This is an optimization exercise on Yosys and OpenROAD, whose aim is small area and a short achievable clock period, not a production implementation. Function was checked by simulation only, so behaviour that the tests miss may differ from the original. Power and IR drop assume default switching activity.

==> flow/design.v <==
module decode_alu (
	input [31:0] inst,
	input [31:0] rs1,
	input [31:0] rs2,
	output [31:0] a,
	output [31:0] b,
	output [31:0] d,
	output [12:0] ctl
);
	wire [6:0] opc = inst[6:0];
	wire [2:0] f3 = inst[14:12];
	wire is_op    = opc == 7'b0110011;
	wire is_opimm = opc == 7'b0010011;
	wire is_lui   = opc == 7'b0110111;
	wire is_load  = opc == 7'b0000011;
	wire is_store = opc == 7'b0100011;
	wire is_br    = opc == 7'b1100011;
	wire is_alu   = is_op | is_opimm;
	wire is_sll   = is_alu & (f3 == 3'd1);
	wire is_sr    = is_alu & (f3 == 3'd5);
	wire is_slt   = is_alu & (f3[2:1] == 2'b01);
	wire do_sub   = is_op & (f3 == 3'd0) & inst[30];
	wire do_add   = (is_alu & (f3 == 3'd0)) | is_load | is_store | is_lui;
	wire i2 = inst[2], i4 = inst[4];
	wire rev = i4 & (f3 == 3'b001);                    
	wire shp = i4 & ~i2 & (f3[1:0] == 2'b01);          
	wire [4:0] shamt = inst[5] ? rs2[4:0] : inst[24:20];
	wire fill = inst[30] & f3[2] & rs1[31];
	wire [31:0] ar;
	genvar i;
	generate for (i = 0; i < 32; i = i + 1) begin : g_rev
		assign ar[i] = rs1[31 - i];
	end endgenerate
	wire [31:0] x0 = rev ? ar : rs1;
	wire [31:0] x1 = (shp & shamt[4]) ? {{16{fill}}, x0[31:16]} : x0;
	wire [31:0] x2 = (shp & shamt[3]) ? {{8{fill}}, x1[31:8]} : x1;
	assign a = x2 & {32{~i2}};
	wire i5 = inst[5], i6 = inst[6];
	wire sub_s = (i5 & i4 & ~i2 & (f3 == 3'd0) & inst[30]) |    
	             (i4 & ~i2 & (f3[2:1] == 2'b01)) |              
	             (i6 & f3[2]);                                  
	wire [31:0] iimm = {{20{inst[31]}}, inst[31:20]};
	wire [31:0] simm = {{20{inst[31]}}, inst[31:25], inst[11:7]};
	wire [31:0] uimm = {inst[31:12], 12'b0};
	wire [31:0] bsel = ~i5 ? iimm : i2 ? uimm : (i4 | i6) ? rs2 : simm;
	assign b = bsel ^ {32{sub_s}};
	assign d = {rs2[31:16] & {16{f3 == 3'd2}}, rs2[15:8] & {8{f3 == 3'd1 || f3 == 3'd2}},
	            rs2[7:0] & {8{f3[2] == 1'b0 && f3[1:0] != 2'b11}}};
	wire is_xor = is_alu & (f3 == 3'd4);
	wire is_or  = is_alu & (f3 == 3'd6);
	wire is_and = is_alu & (f3 == 3'd7);
	wire br_x = is_br & (f3[2:1] == 2'b00);
	wire kp = do_add | is_xor | is_or | br_x;
	wire kg = is_or | is_and;
	wire en_lt = is_slt | (is_br & f3[2]);
	wire uns = is_br ? f3[1] : f3[0];
	wire ten = is_br & (f3[2:1] != 2'b01);
	wire inv = f3[0];
	wire arith = inst[30];
	wire [1:0] wk = ~is_store ? 2'd0 : (f3 == 3'd0) ? 2'd1 : (f3 == 3'd1) ? 2'd2 : (f3 == 3'd2) ? 2'd3 : 2'd0;
	assign ctl = {wk, arith, is_sr, is_sll, inv, ten, uns, en_lt, do_add, kg, kp, sub_s};
endmodule
module alu (
	input [31:0] a,
	input [31:0] b,
	input [10:0] ctl,
	output [31:0] alu_out,
	output taken
);
	wire sub = ctl[0];
	wire kp = ctl[1];
	wire kg = ctl[2];
	wire ce = ctl[3];
	wire en_lt = ctl[4];
	wire uns = ctl[5];
	wire ten = ctl[6];
	wire inv = ctl[7];
	wire kl = ctl[8];
	wire kr = ctl[9];
	wire arith = ctl[10];
	wire [31:0] p = a ^ b;
	wire [31:0] g = a & b;
	wire [32:0] c;
	prefix_carry #(.W(32)) pc0 (.p(p), .g(g), .ci(sub), .c(c));
	wire ltu = ~c[32];
	wire lt = uns ? ltu : (ltu ^ a[31] ^ ~b[31]);
	wire eq = ~|p;
	wire fill = arith & kr & a[31];
	wire [31:0] sr = $signed({fill, a}) >>> b[2:0];
	wire [31:0] sh;
	genvar i;
	generate for (i = 0; i < 32; i = i + 1) begin : g_sh
		assign sh[i] = (sr[i] & kr) | (sr[31 - i] & kl);
	end endgenerate
	wire [31:0] l = (p & {32{kp}}) | (g & {32{kg}});
	wire [31:0] r = (l ^ (c[31:0] & {32{ce}})) | sh;
	assign alu_out = {r[31:1], r[0] | (lt & en_lt)};
	assign taken = ten & ((en_lt ? lt : eq) ^ inv);
endmodule
module prefix_carry #(parameter W = 32) (
	input [W-1:0] p,
	input [W-1:0] g,
	input ci,
	output [W:0] c
);
	localparam L = (W > 16) ? 5 : (W > 8) ? 4 : (W > 4) ? 3 : (W > 2) ? 2 : 1;
	wire [W-1:0] gg [0:L];
	wire [W-1:0] pp [0:L];
	assign gg[0] = {g[W-1:1], g[0] | (p[0] & ci)};
	assign pp[0] = {p[W-1:1], 1'b0};
	genvar l, i;
	generate for (l = 0; l < L; l = l + 1) begin : g_lev
		for (i = 0; i < W; i = i + 1) begin : g_bit
			if ((i >> l) & 1) begin : g_op
				localparam integer J = ((i >> l) << l) - 1;
				assign gg[l+1][i] = gg[l][i] | (pp[l][i] & gg[l][J]);
				assign pp[l+1][i] = pp[l][i] & pp[l][J];
			end else begin : g_pass
				assign gg[l+1][i] = gg[l][i];
				assign pp[l+1][i] = pp[l][i];
			end
		end
	end endgenerate
	assign c = {gg[L], ci};
endmodule
module branch_gen (
	input [31:0] inst,
	input [31:0] pc,
	output [33:0] branch_lo      
);
	wire [11:0] bimm = {inst[31], inst[7], inst[30:25], inst[11:8]};
	wire [12:0] lo = {1'b0, pc[12:1]} + {1'b0, bimm};
	assign branch_lo = {bimm[11], lo[12], pc[31:13], lo[11:0], pc[0]};
endmodule
module branch_hi (
	input [33:0] branch_lo,
	output [31:0] branch_target
);
	wire sg = branch_lo[33];
	wire cy = branch_lo[32];
	wire [18:0] hi = branch_lo[31:13];
	wire dn = sg & ~cy;
	wire [18:0] x = hi ^ {19{dn}};
	wire [18:0] t;
	genvar i;
	generate for (i = 0; i < 19; i = i + 1) begin : g_t
		if (i == 0) begin : g0
			assign t[i] = 1'b1;
		end else begin : gn
			assign t[i] = &x[i-1:0];
		end
	end endgenerate
	wire [18:0] hi_t = hi ^ (t & {19{cy ^ sg}});
	assign branch_target = {hi_t, branch_lo[12:0]};
endmodule
module store_format (
	input [31:0] d,
	input [1:0] kind,       
	input [1:0] lane,
	output [31:0] write_data,
	output [3:0] write_mask
);
	assign write_data = d << {lane, 3'b000};
	wire [3:0] m = kind == 2'd1 ? 4'b0001 : kind == 2'd2 ? 4'b0011 : kind == 2'd3 ? 4'b1111 : 4'b0000;
	assign write_mask = kind == 2'd3 ? 4'b1111 : m << lane;
endmodule
module chronos_ex (
	input clk,
	input rst,               
	input in_valid,
	input [31:0] inst,
	input [31:0] pc,
	input [31:0] rs1_data,
	input [31:0] rs2_data,
	output reg out_valid,
	output reg [31:0] result,
	output reg br_taken,
	output reg [31:0] br_target,
	output [31:0] mem_wdata,
	output [3:0] mem_wmask
);
	wire [31:0] a_id, b_id, d_id;
	wire [12:0] ctl_id;
	decode_alu dec (
		.inst(inst), .rs1(rs1_data), .rs2(rs2_data),
		.a(a_id), .b(b_id), .d(d_id), .ctl(ctl_id));
	wire [33:0] tgt_id;
	branch_gen bgen (.inst(inst), .pc(pc), .branch_lo(tgt_id));
	reg v1;
	reg [31:0] a1, b1, d1;
	reg [33:0] tgt1;
	reg [12:0] ctl1;
	always @(posedge clk) begin
		v1 <= rst & in_valid;
		a1 <= a_id;
		b1 <= b_id;
		d1 <= d_id;
		tgt1 <= tgt_id;
		ctl1 <= ctl_id;
	end
	wire [31:0] alu_out;
	wire taken;
	alu _alu (.a(a1), .b(b1), .ctl(ctl1[10:0]), .alu_out(alu_out), .taken(taken));
	wire [31:0] tgt2;
	branch_hi bhi (.branch_lo(tgt1), .branch_target(tgt2));
	reg [31:0] d_q;
	reg [1:0] sk_q;
	always @(posedge clk) begin
		out_valid <= rst & v1;
		result <= alu_out;
		br_taken <= taken;
		br_target <= tgt2;
		d_q <= d1;
		sk_q <= ctl1[12:11];
	end
	store_format sf (.d(d_q), .kind(sk_q), .lane(result[1:0]),
		.write_data(mem_wdata), .write_mask(mem_wmask));
endmodule
export LEC_CHECK = 0
export CAP_MARGIN = 0
export CORE_MARGIN = 2
export CORE_UTILIZATION = 55
export CTS_BUF_LIST = sky130_fd_sc_hd__clkbuf_8 sky130_fd_sc_hd__clkbuf_16
export CTS_CLUSTER_DIAMETER = 60
export CTS_CLUSTER_SIZE = 24
export SETUP_SLACK_MARGIN = 2.7
export SLEW_MARGIN = 0
create_clock -name core_clock -period 5.5 [get_ports {clk}]
standard.sh (not shown) runs the stock make flow with config.mk's settings and CLKGATE_MAP_FILE= SYNTH_SCRIPT=/design/flow/synth_recipe.tcl, a recipe that flattens the netlist after the stock synthesis.
==> flow/flow/run.sh <==
#!/bin/bash
# Own layout flow: the standard layout (standard.sh, standard synthesis
# unchanged), except that buffer_ports gives every port a buf_1 buffer.
# make's full output goes to standard.log; each ORFS step logs under orfs/logs/.
set -euo pipefail
export BUFFER_PORTS_ARGS="-buffer_cell sky130_fd_sc_hd__buf_1"
bash standard.sh > standard.log 2>&1
Next try:
--- a/flow/design.v
+++ b/flow/design.v
@@ -20,31 +20,21 @@
 	wire is_sr    = is_alu & (f3 == 3'd5);
 	wire is_slt   = is_alu & (f3[2:1] == 2'b01);
 	wire do_sub   = is_op & (f3 == 3'd0) & inst[30];
 	wire do_add   = (is_alu & (f3 == 3'd0)) | is_load | is_store | is_lui;
-	wire i2 = inst[2], i4 = inst[4];
-	wire rev = i4 & (f3 == 3'b001);                    
-	wire shp = i4 & ~i2 & (f3[1:0] == 2'b01);          
-	wire [4:0] shamt = inst[5] ? rs2[4:0] : inst[24:20];
-	wire fill = inst[30] & f3[2] & rs1[31];
+	wire sub = do_sub | is_slt | (is_br & f3[2]);
 	wire [31:0] ar;
 	genvar i;
 	generate for (i = 0; i < 32; i = i + 1) begin : g_rev
 		assign ar[i] = rs1[31 - i];
 	end endgenerate
-	wire [31:0] x0 = rev ? ar : rs1;
-	wire [31:0] x1 = (shp & shamt[4]) ? {{16{fill}}, x0[31:16]} : x0;
-	wire [31:0] x2 = (shp & shamt[3]) ? {{8{fill}}, x1[31:8]} : x1;
-	assign a = x2 & {32{~i2}};
-	wire i5 = inst[5], i6 = inst[6];
-	wire sub_s = (i5 & i4 & ~i2 & (f3 == 3'd0) & inst[30]) |    
-	             (i4 & ~i2 & (f3[2:1] == 2'b01)) |              
-	             (i6 & f3[2]);                                  
+	assign a = is_sll ? ar : (rs1 & {32{~is_lui}});
 	wire [31:0] iimm = {{20{inst[31]}}, inst[31:20]};
 	wire [31:0] simm = {{20{inst[31]}}, inst[31:25], inst[11:7]};
-	wire [31:0] uimm = {inst[31:12], 12'b0};
-	wire [31:0] bsel = ~i5 ? iimm : i2 ? uimm : (i4 | i6) ? rs2 : simm;
-	assign b = bsel ^ {32{sub_s}};
+	wire [31:0] bsel = is_lui ? {inst[31:12], 12'b0} :
+	                   is_store ? simm :
+	                   (is_opimm | is_load) ? iimm : rs2;
+	assign b = bsel ^ {32{sub}};
 	assign d = {rs2[31:16] & {16{f3 == 3'd2}}, rs2[15:8] & {8{f3 == 3'd1 || f3 == 3'd2}},
 	            rs2[7:0] & {8{f3[2] == 1'b0 && f3[1:0] != 2'b11}}};
 	wire is_xor = is_alu & (f3 == 3'd4);
 	wire is_or  = is_alu & (f3 == 3'd6);
@@ -57,9 +47,9 @@
 	wire ten = is_br & (f3[2:1] != 2'b01);
 	wire inv = f3[0];
 	wire arith = inst[30];
 	wire [1:0] wk = ~is_store ? 2'd0 : (f3 == 3'd0) ? 2'd1 : (f3 == 3'd1) ? 2'd2 : (f3 == 3'd2) ? 2'd3 : 2'd0;
-	assign ctl = {wk, arith, is_sr, is_sll, inv, ten, uns, en_lt, do_add, kg, kp, sub_s};
+	assign ctl = {wk, arith, is_sr, is_sll, inv, ten, uns, en_lt, do_add, kg, kp, sub};
 endmodule
 module alu (
 	input [31:0] a,
 	input [31:0] b,
@@ -85,9 +75,9 @@
 	wire ltu = ~c[32];
 	wire lt = uns ? ltu : (ltu ^ a[31] ^ ~b[31]);
 	wire eq = ~|p;
 	wire fill = arith & kr & a[31];
-	wire [31:0] sr = $signed({fill, a}) >>> b[2:0];
+	wire [31:0] sr = $signed({fill, a}) >>> b[4:0];
 	wire [31:0] sh;
 	genvar i;
 	generate for (i = 0; i < 32; i = i + 1) begin : g_sh
 		assign sh[i] = (sr[i] & kr) | (sr[31 - i] & kl);
@@ -138,20 +128,20 @@
 );
 	wire sg = branch_lo[33];
 	wire cy = branch_lo[32];
 	wire [18:0] hi = branch_lo[31:13];
-	wire dn = sg & ~cy;
-	wire [18:0] x = hi ^ {19{dn}};
-	wire [18:0] t;
+	wire [18:0] inc, dec;
 	genvar i;
-	generate for (i = 0; i < 19; i = i + 1) begin : g_t
+	generate for (i = 0; i < 19; i = i + 1) begin : g_id
 		if (i == 0) begin : g0
-			assign t[i] = 1'b1;
+			assign inc[i] = ~hi[i];
+			assign dec[i] = ~hi[i];
 		end else begin : gn
-			assign t[i] = &x[i-1:0];
+			assign inc[i] = hi[i] ^ (&hi[i-1:0]);
+			assign dec[i] = hi[i] ^ ~(|hi[i-1:0]);
 		end
 	end endgenerate
-	wire [18:0] hi_t = hi ^ (t & {19{cy ^ sg}});
+	wire [18:0] hi_t = (cy == sg) ? hi : (cy ? inc : dec);
 	assign branch_target = {hi_t, branch_lo[12:0]};
 endmodule
 module store_format (
 	input [31:0] d,
=>
- The new run ran to the end with no violations
- synthesized cell count went up by 8.4%
- routed wire length rose by 9.6%
- die area goes up by 2.2%
- power is higher by 1.4%
- worst setup slack degrades by 32 ps
- final area grows by 3.9%
- utilization is higher by 0.45 points
- sequential power fell by about 2%
- clock skew rose by 4.3 ps
- register-to-register slack got worse by 60 ps
- cell count rose by 6.9%

-- separate check: timing with driven ports --
The results above use ideal ports. As a check the final layouts listed here were re-extracted and re-timed, cells and wires unchanged.
Step 1 assumes that a clkbuf_16 drives the clock port and a buf_2 every other input.
Step 2 times the ports against the registers' clock, not the clock port: input delays grow and output delays shrink by t, the midpoint of the rising clock arrivals with the driver on.
a / b / c = ideal / step 1 / step 2; a / b = the first two.
run	shift t [ns]	setup slack, ns	worst hold slack (ns)
the first run	0.544	2.753 / 2.703 / 2.291	0.328 / 0.328 / 0.328
the second run	0.563	2.720 / 2.695 / 2.279	0.320 / 0.320 / 0.320
After both steps every run listed still meets setup and hold. The setup slack of the first run, which loses most, moves by -0.050 ns with the drivers and by -0.462 ns with both steps.
